From an optimization exercise on the open Yosys and OpenROAD flow, aimed at small area, a short achievable clock period and few clock cycles per item; shortcuts taken in it are not production practice. Function was checked by simulation only, so behaviour that the tests miss may differ from the original.

==> run K <==
Design layer, start of the top module:
module layer #(
    parameter integer WIDTH     = 16,
    parameter integer ACC_WIDTH = 22
)(
    input  logic              clk,
    input  logic              rst_n,
    input  logic              start,
    input  logic signed [WIDTH-1:0] x_in,
    output logic              ready,
    output logic              debug_bit,
    output logic signed [WIDTH-1:0]     y_out,
    output logic signed [ACC_WIDTH-1:0] acc_out
);
clock: 10.0 ns
lec_check: 0
cap_margin: 20
core_margin: 2
core_utilization: 40
cts_buf_list: sky130_fd_sc_hd__clkbuf_4 sky130_fd_sc_hd__clkbuf_8
slew_margin: 20
synth_hierarchical: 1
synth_minimum_keep_size: 0
standard.sh (not shown) runs the stock make flow with config.mk's settings and CLKGATE_MAP_FILE= SYNTH_SCRIPT=/design/flow/synth_recipe.tcl, a recipe that flattens the netlist after the stock synthesis.
==> flow/flow/run.sh <==
#!/bin/bash
# The standard layout (the standard.sh), in three parts:
#  1. the standard synthesis;
#  3. the rest of the standard flow, with timing repair aimed at a setup
#     slack margin of 6.8 ns and free to resize cells across footprints, so
#     that it buffers and sizes up what the critical paths need. The SDC,
#     clock period and I/O constraints are unchanged.
set -euo pipefail
bash standard.sh synth > synth.log 2>&1
openroad -no_init -exit flow/presize.tcl > presize.log 2>&1
bash standard.sh SETUP_SLACK_MARGIN=6.8 MATCH_CELL_FOOTPRINT=0 finish > standard.log 2>&1
==> flow/flow/presize.tcl <==
# After the standard synthesis, before the standard floorplan:
#  - take out the buffers ABC put in (the layout's repair buffers what it needs);
#  - give flip-flops that drive many loads a stronger drive (same cell type,
#    dfxtp_1 -> dfxtp_2 or dfxtp_4).
set odb orfs/results/sky130hd/layer/base/1_synth.odb
read_db $odb
read_liberty $::env(FLOW_HOME)/platforms/sky130hd/lib/sky130_fd_sc_hd__tt_025C_1v80.lib
remove_buffers
set db [ord::get_db]
set block [ord::get_db_block]
set aoi1 [$db findMaster sky130_fd_sc_hd__a22oi_1]
set ff2 [$db findMaster sky130_fd_sc_hd__dfxtp_2]
set ff4 [$db findMaster sky130_fd_sc_hd__dfxtp_4]
set n 0
set f2 0
set f4 0
foreach inst [$block getInsts] {
  set m [[$inst getMaster] getName]
  if {$m eq "sky130_fd_sc_hd__a22oi_2"} {
    $inst swapMaster $aoi1
    incr n
  } elseif {$m eq "sky130_fd_sc_hd__dfxtp_1"} {
    set q [$inst findITerm Q]
    set net [$q getNet]
    if {$net eq "NULL"} { continue }
    set loads [expr {[llength [$net getITerms]] - 1 + [llength [$net getBTerms]]}]
    if {$loads >= 12} {
      $inst swapMaster $ff4
      incr f4
    } elseif {$loads >= 6} {
      $inst swapMaster $ff2
      incr f2
    }
  }
}
puts "a22oi_2 -> a22oi_1: $n; dfxtp_1 -> dfxtp_2: $f2, -> dfxtp_4: $f4"
write_db $odb
==> inputs of run D, as changes to run K <==
--- a/flow/design.v
+++ b/flow/design.v
@@ -17,14 +17,15 @@
   assign p = ~(((one & bi) | (two & bim1)) ^ neg);
 endmodule
 module cheb_mac2 (
   input  logic [20:0] kin,
   input  logic [14:0] dig,
   input  logic [15:0] x,
-  output logic [24:0] ca,
-  output logic [24:0] cb
+  output logic [15:0] ca,
+  output logic [15:0] cb,
+  output logic cc
 );
   wire [4:0] m2_one = dig[4:0];
   wire [4:0] m2_two = dig[9:5];
   wire [4:0] m2_neg = dig[14:10];
   wire m2_pp0_0 = (m2_one[0] & x[0]) ^ m2_neg[0];
   wire m2_pp0_1;
@@ -334,14 +335,35 @@
   wire m2_w141, m2_w142;
   cheb_fa u_m2_w141 (.a(m2_pp4_14), .b(m2_w96), .c(m2_w97), .s(m2_w141), .co(m2_w142));
   wire m2_w143, m2_w144;
   cheb_fa u_m2_w143 (.a(m2_w99), .b(m2_pp4_15), .c(m2_w98), .s(m2_w143), .co(m2_w144));
   wire m2_w145, m2_w146;
   cheb_fa u_m2_w145 (.a(kin[20]), .b(m2_w100), .c(m2_pp4_16), .s(m2_w145), .co(m2_w146));
-  assign ca = {m2_w144, m2_w142, m2_w140, m2_w138, m2_w136, m2_w134, m2_w132, m2_w130, m2_w128, m2_w126, m2_w124, m2_w122, m2_w120, m2_w118, m2_w116, m2_w114, m2_w112, m2_w110, m2_w108, m2_w106, m2_w104, m2_w102, m2_w101, m2_pp0_1, kin[0]};
-  assign cb = {m2_w145, m2_w143, m2_w141, m2_w139, m2_w137, m2_w135, m2_w133, m2_w131, m2_w129, m2_w127, m2_w125, m2_w123, m2_w121, m2_w119, m2_w117, m2_w115, m2_w113, m2_w111, m2_w109, m2_w107, m2_w105, m2_w103, m2_pp1_0, 1'b0, m2_pp0_0};
+  wire [24:0] m2_a = {m2_w144, m2_w142, m2_w140, m2_w138, m2_w136, m2_w134, m2_w132, m2_w130, m2_w128, m2_w126, m2_w124, m2_w122, m2_w120, m2_w118, m2_w116, m2_w114, m2_w112, m2_w110, m2_w108, m2_w106, m2_w104, m2_w102, m2_w101, m2_pp0_1, kin[0]};
+  wire [24:0] m2_b = {m2_w145, m2_w143, m2_w141, m2_w139, m2_w137, m2_w135, m2_w133, m2_w131, m2_w129, m2_w127, m2_w125, m2_w123, m2_w121, m2_w119, m2_w117, m2_w115, m2_w113, m2_w111, m2_w109, m2_w107, m2_w105, m2_w103, m2_pp1_0, 1'b0, m2_pp0_0};
+  wire [8:0] m2_g = m2_a[8:0] & m2_b[8:0];
+  wire [8:0] m2_p = m2_a[8:0] ^ m2_b[8:0];
+  wire m2_G0_1 = m2_g[1] | (m2_p[1] & m2_g[0]);
+  wire m2_P0_1 = m2_p[1] & m2_p[0];
+  wire m2_G2_3 = m2_g[3] | (m2_p[3] & m2_g[2]);
+  wire m2_P2_3 = m2_p[3] & m2_p[2];
+  wire m2_G0_3 = m2_G2_3 | (m2_P2_3 & m2_G0_1);
+  wire m2_P0_3 = m2_P2_3 & m2_P0_1;
+  wire m2_G4_5 = m2_g[5] | (m2_p[5] & m2_g[4]);
+  wire m2_P4_5 = m2_p[5] & m2_p[4];
+  wire m2_G7_8 = m2_g[8] | (m2_p[8] & m2_g[7]);
+  wire m2_P7_8 = m2_p[8] & m2_p[7];
+  wire m2_G6_8 = m2_G7_8 | (m2_P7_8 & m2_g[6]);
+  wire m2_P6_8 = m2_P7_8 & m2_p[6];
+  wire m2_G4_8 = m2_G6_8 | (m2_P6_8 & m2_G4_5);
+  wire m2_P4_8 = m2_P6_8 & m2_P4_5;
+  wire m2_G0_8 = m2_G4_8 | (m2_P4_8 & m2_G0_3);
+  wire m2_P0_8 = m2_P4_8 & m2_P0_3;
+  assign ca = m2_a[24:9];
+  assign cb = m2_b[24:9];
+  assign cc = m2_G0_8;
 endmodule
 module cheb_mac1 (
   input  logic [15:0] kin1,
   input  logic [23:0] xe,
   input  logic [15:0] bin,
   output logic [15:0] ca,
@@ -1758,129 +1780,12 @@
   wire G3_14 = G2_14 | (P2_14 & G2_7);
   wire P3_14 = P2_14 & P2_7;
   wire G3_15 = G2_15 | (P2_15 & G2_7);
   wire P3_15 = P2_15 & P2_7;
   assign s = {p[15] ^ G3_14, p[14] ^ G3_13, p[13] ^ G3_12, p[12] ^ G3_11, p[11] ^ G3_10, p[10] ^ G3_9, p[9] ^ G3_8, p[8] ^ G2_7, p[7] ^ G2_6, p[6] ^ G2_5, p[5] ^ G2_4, p[4] ^ G1_3, p[3] ^ G1_2, p[2] ^ G0_1, p[1] ^ g0c, p[0] ^ c};
 endmodule
-module cheb_cpa25 (
-  input  logic [24:0] a,
-  input  logic [24:0] b,
-  output logic [15:0] s
-);
-  wire [24:0] g = a & b;
-  wire [24:0] p = a ^ b;
-  wire G0_1 = g[1] | (p[1] & g[0]);
-  wire P0_1 = p[1] & p[0];
-  wire G0_3 = g[3] | (p[3] & g[2]);
-  wire P0_3 = p[3] & p[2];
-  wire G0_5 = g[5] | (p[5] & g[4]);
-  wire P0_5 = p[5] & p[4];
-  wire G0_7 = g[7] | (p[7] & g[6]);
-  wire P0_7 = p[7] & p[6];
-  wire G0_9 = g[9] | (p[9] & g[8]);
-  wire P0_9 = p[9] & p[8];
-  wire G0_11 = g[11] | (p[11] & g[10]);
-  wire P0_11 = p[11] & p[10];
-  wire G0_13 = g[13] | (p[13] & g[12]);
-  wire P0_13 = p[13] & p[12];
-  wire G0_15 = g[15] | (p[15] & g[14]);
-  wire P0_15 = p[15] & p[14];
-  wire G0_17 = g[17] | (p[17] & g[16]);
-  wire P0_17 = p[17] & p[16];
-  wire G0_19 = g[19] | (p[19] & g[18]);
-  wire P0_19 = p[19] & p[18];
-  wire G0_21 = g[21] | (p[21] & g[20]);
-  wire P0_21 = p[21] & p[20];
-  wire G0_23 = g[23] | (p[23] & g[22]);
-  wire P0_23 = p[23] & p[22];
-  wire G1_2 = g[2] | (p[2] & G0_1);
-  wire P1_2 = p[2] & P0_1;
-  wire G1_3 = G0_3 | (P0_3 & G0_1);
-  wire P1_3 = P0_3 & P0_1;
-  wire G1_6 = g[6] | (p[6] & G0_5);
-  wire P1_6 = p[6] & P0_5;
-  wire G1_7 = G0_7 | (P0_7 & G0_5);
-  wire P1_7 = P0_7 & P0_5;
-  wire G1_10 = g[10] | (p[10] & G0_9);
-  wire P1_10 = p[10] & P0_9;
-  wire G1_11 = G0_11 | (P0_11 & G0_9);
-  wire P1_11 = P0_11 & P0_9;
-  wire G1_14 = g[14] | (p[14] & G0_13);
-  wire P1_14 = p[14] & P0_13;
-  wire G1_15 = G0_15 | (P0_15 & G0_13);
-  wire P1_15 = P0_15 & P0_13;
-  wire G1_18 = g[18] | (p[18] & G0_17);
-  wire P1_18 = p[18] & P0_17;
-  wire G1_19 = G0_19 | (P0_19 & G0_17);
-  wire P1_19 = P0_19 & P0_17;
-  wire G1_22 = g[22] | (p[22] & G0_21);
-  wire P1_22 = p[22] & P0_21;
-  wire G1_23 = G0_23 | (P0_23 & G0_21);
-  wire P1_23 = P0_23 & P0_21;
-  wire G2_4 = g[4] | (p[4] & G1_3);
-  wire P2_4 = p[4] & P1_3;
-  wire G2_5 = G0_5 | (P0_5 & G1_3);
-  wire P2_5 = P0_5 & P1_3;
-  wire G2_6 = G1_6 | (P1_6 & G1_3);
-  wire P2_6 = P1_6 & P1_3;
-  wire G2_7 = G1_7 | (P1_7 & G1_3);
-  wire P2_7 = P1_7 & P1_3;
-  wire G2_12 = g[12] | (p[12] & G1_11);
-  wire P2_12 = p[12] & P1_11;
-  wire G2_13 = G0_13 | (P0_13 & G1_11);
-  wire P2_13 = P0_13 & P1_11;
-  wire G2_14 = G1_14 | (P1_14 & G1_11);
-  wire P2_14 = P1_14 & P1_11;
-  wire G2_15 = G1_15 | (P1_15 & G1_11);
-  wire P2_15 = P1_15 & P1_11;
-  wire G2_20 = g[20] | (p[20] & G1_19);
-  wire P2_20 = p[20] & P1_19;
-  wire G2_21 = G0_21 | (P0_21 & G1_19);
-  wire P2_21 = P0_21 & P1_19;
-  wire G2_22 = G1_22 | (P1_22 & G1_19);
-  wire P2_22 = P1_22 & P1_19;
-  wire G2_23 = G1_23 | (P1_23 & G1_19);
-  wire P2_23 = P1_23 & P1_19;
-  wire G3_8 = g[8] | (p[8] & G2_7);
-  wire P3_8 = p[8] & P2_7;
-  wire G3_9 = G0_9 | (P0_9 & G2_7);
-  wire P3_9 = P0_9 & P2_7;
-  wire G3_10 = G1_10 | (P1_10 & G2_7);
-  wire P3_10 = P1_10 & P2_7;
-  wire G3_11 = G1_11 | (P1_11 & G2_7);
-  wire P3_11 = P1_11 & P2_7;
-  wire G3_12 = G2_12 | (P2_12 & G2_7);
-  wire P3_12 = P2_12 & P2_7;
-  wire G3_13 = G2_13 | (P2_13 & G2_7);
-  wire P3_13 = P2_13 & P2_7;
-  wire G3_14 = G2_14 | (P2_14 & G2_7);
-  wire P3_14 = P2_14 & P2_7;
-  wire G3_15 = G2_15 | (P2_15 & G2_7);
-  wire P3_15 = P2_15 & P2_7;
-  wire G3_24 = g[24] | (p[24] & G2_23);
-  wire P3_24 = p[24] & P2_23;
-  wire G4_16 = g[16] | (p[16] & G3_15);
-  wire P4_16 = p[16] & P3_15;
-  wire G4_17 = G0_17 | (P0_17 & G3_15);
-  wire P4_17 = P0_17 & P3_15;
-  wire G4_18 = G1_18 | (P1_18 & G3_15);
-  wire P4_18 = P1_18 & P3_15;
-  wire G4_19 = G1_19 | (P1_19 & G3_15);
-  wire P4_19 = P1_19 & P3_15;
-  wire G4_20 = G2_20 | (P2_20 & G3_15);
-  wire P4_20 = P2_20 & P3_15;
-  wire G4_21 = G2_21 | (P2_21 & G3_15);
-  wire P4_21 = P2_21 & P3_15;
-  wire G4_22 = G2_22 | (P2_22 & G3_15);
-  wire P4_22 = P2_22 & P3_15;
-  wire G4_23 = G2_23 | (P2_23 & G3_15);
-  wire P4_23 = P2_23 & P3_15;
-  wire G4_24 = G3_24 | (P3_24 & G3_15);
-  wire P4_24 = P3_24 & P3_15;
-  assign s = {p[24] ^ G4_23, p[23] ^ G4_22, p[22] ^ G4_21, p[21] ^ G4_20, p[20] ^ G4_19, p[19] ^ G4_18, p[18] ^ G4_17, p[17] ^ G4_16, p[16] ^ G3_15, p[15] ^ G3_14, p[14] ^ G3_13, p[13] ^ G3_12, p[12] ^ G3_11, p[11] ^ G3_10, p[10] ^ G3_9, p[9] ^ G3_8};
-endmodule
 `timescale 1ns / 1ps
 module layer #(
     parameter integer WIDTH     = 16,
     parameter integer ACC_WIDTH = 22
 )(
     input  logic              clk,
@@ -1958,19 +1863,17 @@
             booth_enc[16 + j] = xx[2*j+2];
         end
     endfunction
     logic [15:0] x0, x1;
     logic [14:0] dig0;
     logic [23:0] e2, e3, e4;                      
-    logic [24:0] a2, b2s;                         
-    logic [15:0] a1, b1s, a0, b0s;
-    logic        c1, c0;
+    logic [15:0] a2, b2s, a1, b1s, a0, b0s;      
+    logic        c2, c1, c0;
     logic [15:0] b2, b2d, b1, d;
-    logic [24:0] a2_n, b2s_n;
-    logic [15:0] a1_n, b1s_n, a0_n, b0s_n;
-    logic        c1_n, c0_n;
+    logic [15:0] a2_n, b2s_n, a1_n, b1s_n, a0_n, b0s_n;
+    logic        c2_n, c1_n, c0_n;
     logic [15:0] b2_n, b1_n, d_n;
   logic [20:0] k2_c;
   always_comb begin
     case (cnt)
       4'd0: k2_c = 21'h2c2;
       4'd1: k2_c = 21'h1ffeaa;
@@ -2035,26 +1938,26 @@
     always_ff @(posedge clk) begin
         x0   <= x_in;
         i0   <= start ? 4'd0 : cnt;
         dig0 <= dig_n;
         k2r  <= k2_n;
         x1 <= x0;  i1 <= i0;
-        a2 <= a2_n; b2s <= b2s_n;
+        a2 <= a2_n; b2s <= b2s_n; c2 <= c2_n;
         e2 <= booth_enc(x1);  i2 <= i1;
         k1r <= k1_n;
         b2 <= b2_n;
         e3 <= e2;  i3 <= i2;
         a1 <= a1_n; b1s <= b1s_n; c1 <= c1_n;
         b2d <= b2;
         e4 <= e3;  i4 <= i3;
         b1 <= b1_n;
         d  <= d_n;
         a0 <= a0_n; b0s <= b0s_n; c0 <= c0_n;
     end
-    cheb_mac2  u_m2  (.kin(k2r), .dig(dig0), .x(x0), .ca(a2_n), .cb(b2s_n));
-    cheb_cpa25 u_p2  (.a(a2), .b(b2s), .s(b2_n));
+    cheb_mac2  u_m2  (.kin(k2r), .dig(dig0), .x(x0), .ca(a2_n), .cb(b2s_n), .cc(c2_n));
+    cheb_cpa16 u_p2  (.a(a2), .b(b2s), .c(c2), .s(b2_n));
     cheb_mac1  u_m1  (.kin1(k1r), .xe(e2), .bin(b2), .ca(a1_n), .cb(b1s_n), .cc(c1_n));
     cheb_cpa16 u_p1  (.a(a1), .b(b1s), .c(c1), .s(b1_n));
     cheb_dsub  u_ds  (.idx(i3), .x15(e3[23]), .b2(b2d), .d(d_n));
     cheb_mac0  u_m0  (.xe(e4), .bin(b1), .d(d), .ca(a0_n), .cb(b0s_n), .cc(c0_n));
     logic [ACC_WIDTH-1:0] u, u_n;
     logic [1:0]           cr, cr_n;
==> flow/flow/run.sh (replaced) <==
#!/bin/bash
# The standard layout (the standard.sh), in three parts:
#  1. the standard synthesis;
#  3. the rest of the standard flow, with timing repair aimed at a setup
#     slack margin of 6.9 ns and free to resize cells across footprints, so
#     that it buffers and sizes up what the critical paths need, and with
#     every input and output port buffered by a plain buf_2 (the standard
#     flow's port buffers here are delay cells). The SDC, clock period and
#     I/O constraints are unchanged.
set -euo pipefail
bash standard.sh synth > synth.log 2>&1
openroad -no_init -exit flow/presize.tcl > presize.log 2>&1
bash standard.sh SETUP_SLACK_MARGIN=6.9 MATCH_CELL_FOOTPRINT=0 \
  "BUFFER_PORTS_ARGS=-buffer_cell sky130_fd_sc_hd__buf_2" finish > standard.log 2>&1
- CTS_BUF_LIST: sky130_fd_sc_hd__clkbuf_4 sky130_fd_sc_hd__clkbuf_8 -> sky130_fd_sc_hd__clkbuf_16
- CTS_CLUSTER_DIAMETER: default -> 150
- CTS_CLUSTER_SIZE: default -> 30
==> inputs of run Z, as changes to run K <==
==> flow/flow/run.sh (replaced) <==
#!/bin/bash
# The standard layout (the standard.sh), in three parts:
#  1. the standard synthesis;
#  3. the rest of the standard flow, with timing repair aimed at a setup
#     slack margin of 6.6 ns and free to resize cells across footprints, so
#     that it buffers and sizes up what the critical paths need. The SDC,
#     clock period and I/O constraints are unchanged.
set -euo pipefail
bash standard.sh synth > synth.log 2>&1
openroad -no_init -exit flow/presize.tcl > presize.log 2>&1
bash standard.sh SETUP_SLACK_MARGIN=6.6 MATCH_CELL_FOOTPRINT=0 finish > standard.log 2>&1
==> comparison table <==
Flip-flop and latch count: run D 398; run Z 415; run K 415
Worst hold path startpoint: run D e3[9]$_DFF_P_; run Z i2[3]$_DFF_P_; run K e3[20]$_DFF_P_
WP buf/inv: run D 0; run Z 0; run K 1
Global placer's final weighted congestion: run D 0.852; run Z 0.865; run K 0.879
Multi-input logic cell count: run D 1738; run Z 1732; run K 1732
Register area: run D 0.00847 mm^2; run Z 0.00879 mm^2; run K 0.00879 mm^2
Post-layout net count: run D 2850; run Z 2873; run K 2872
Result of the run: run D timing/DRC/antenna clean; run Z timing/DRC/antenna clean; run K timing/DRC/antenna clean
Metal2 WL: run D 30400 um; run Z 30200 um; run K 30600 um
H-tree depth reported by CTS: run D 1; run Z 3; run K 3
Global Route Usage Sum: run D 0.181; run Z 0.183; run K 0.185
Slew headroom: run D 0.435; run Z 0.304; run K 0.238
Antenna Cells: run D 0; run Z 1; run K 1
Post-CTS Repair Setup Buffers: run D 9; run Z 1; run K 1
Pin count of the biggest net entering global routing: run D 42; run Z 38; run K 38
Layout buffer count excluding clock buffers: run D 95; run Z 62; run K 62
Setup slack on the worst flop-to-flop path: run D 6.90 ns; run Z 6.75 ns; run K 6.89 ns
Rows: run D 93; run Z 94; run K 94
Global routing usage on met2: run D 0.321; run Z 0.320; run K 0.319
Testbench counts of run K, summed over its fixed seeds: cycles 8,840, items 384.
Testbench counts of run D, summed over its fixed seeds: cycles 8,840, items 384.
Testbench counts of run Z, summed over its fixed seeds: cycles 8,840, items 384.

[what the ideal ports hide]
How much do the figures lean on ideal ports? The routed layouts below were timed once more, with nothing changed but the port constraints. Step 1 assumes that a clkbuf_16 drives the clock port and a buf_2 every other input. Step 2 times the ports against the registers' clock, not the clock port: input delays grow and output delays shrink by t, the midpoint of the rising clock arrivals with the driver on. Three values: ideal, step 1, step 2; two values: the first two.
run | t (ns) | setup WS [ns] | worst setup path after step 2
run K | 0.705 | 6.869 / 6.816 / 6.366 | input to register
run D | 0.589 | 6.901 / 6.901 / 6.798 | input to register
run Z | 0.705 | 6.746 / 6.746 / 6.306 | input to register
After both steps every run listed still meets setup and hold. For run K, which loses most, drivers alone change the setup slack by -0.053 ns; drivers and shift together by -0.503 ns.
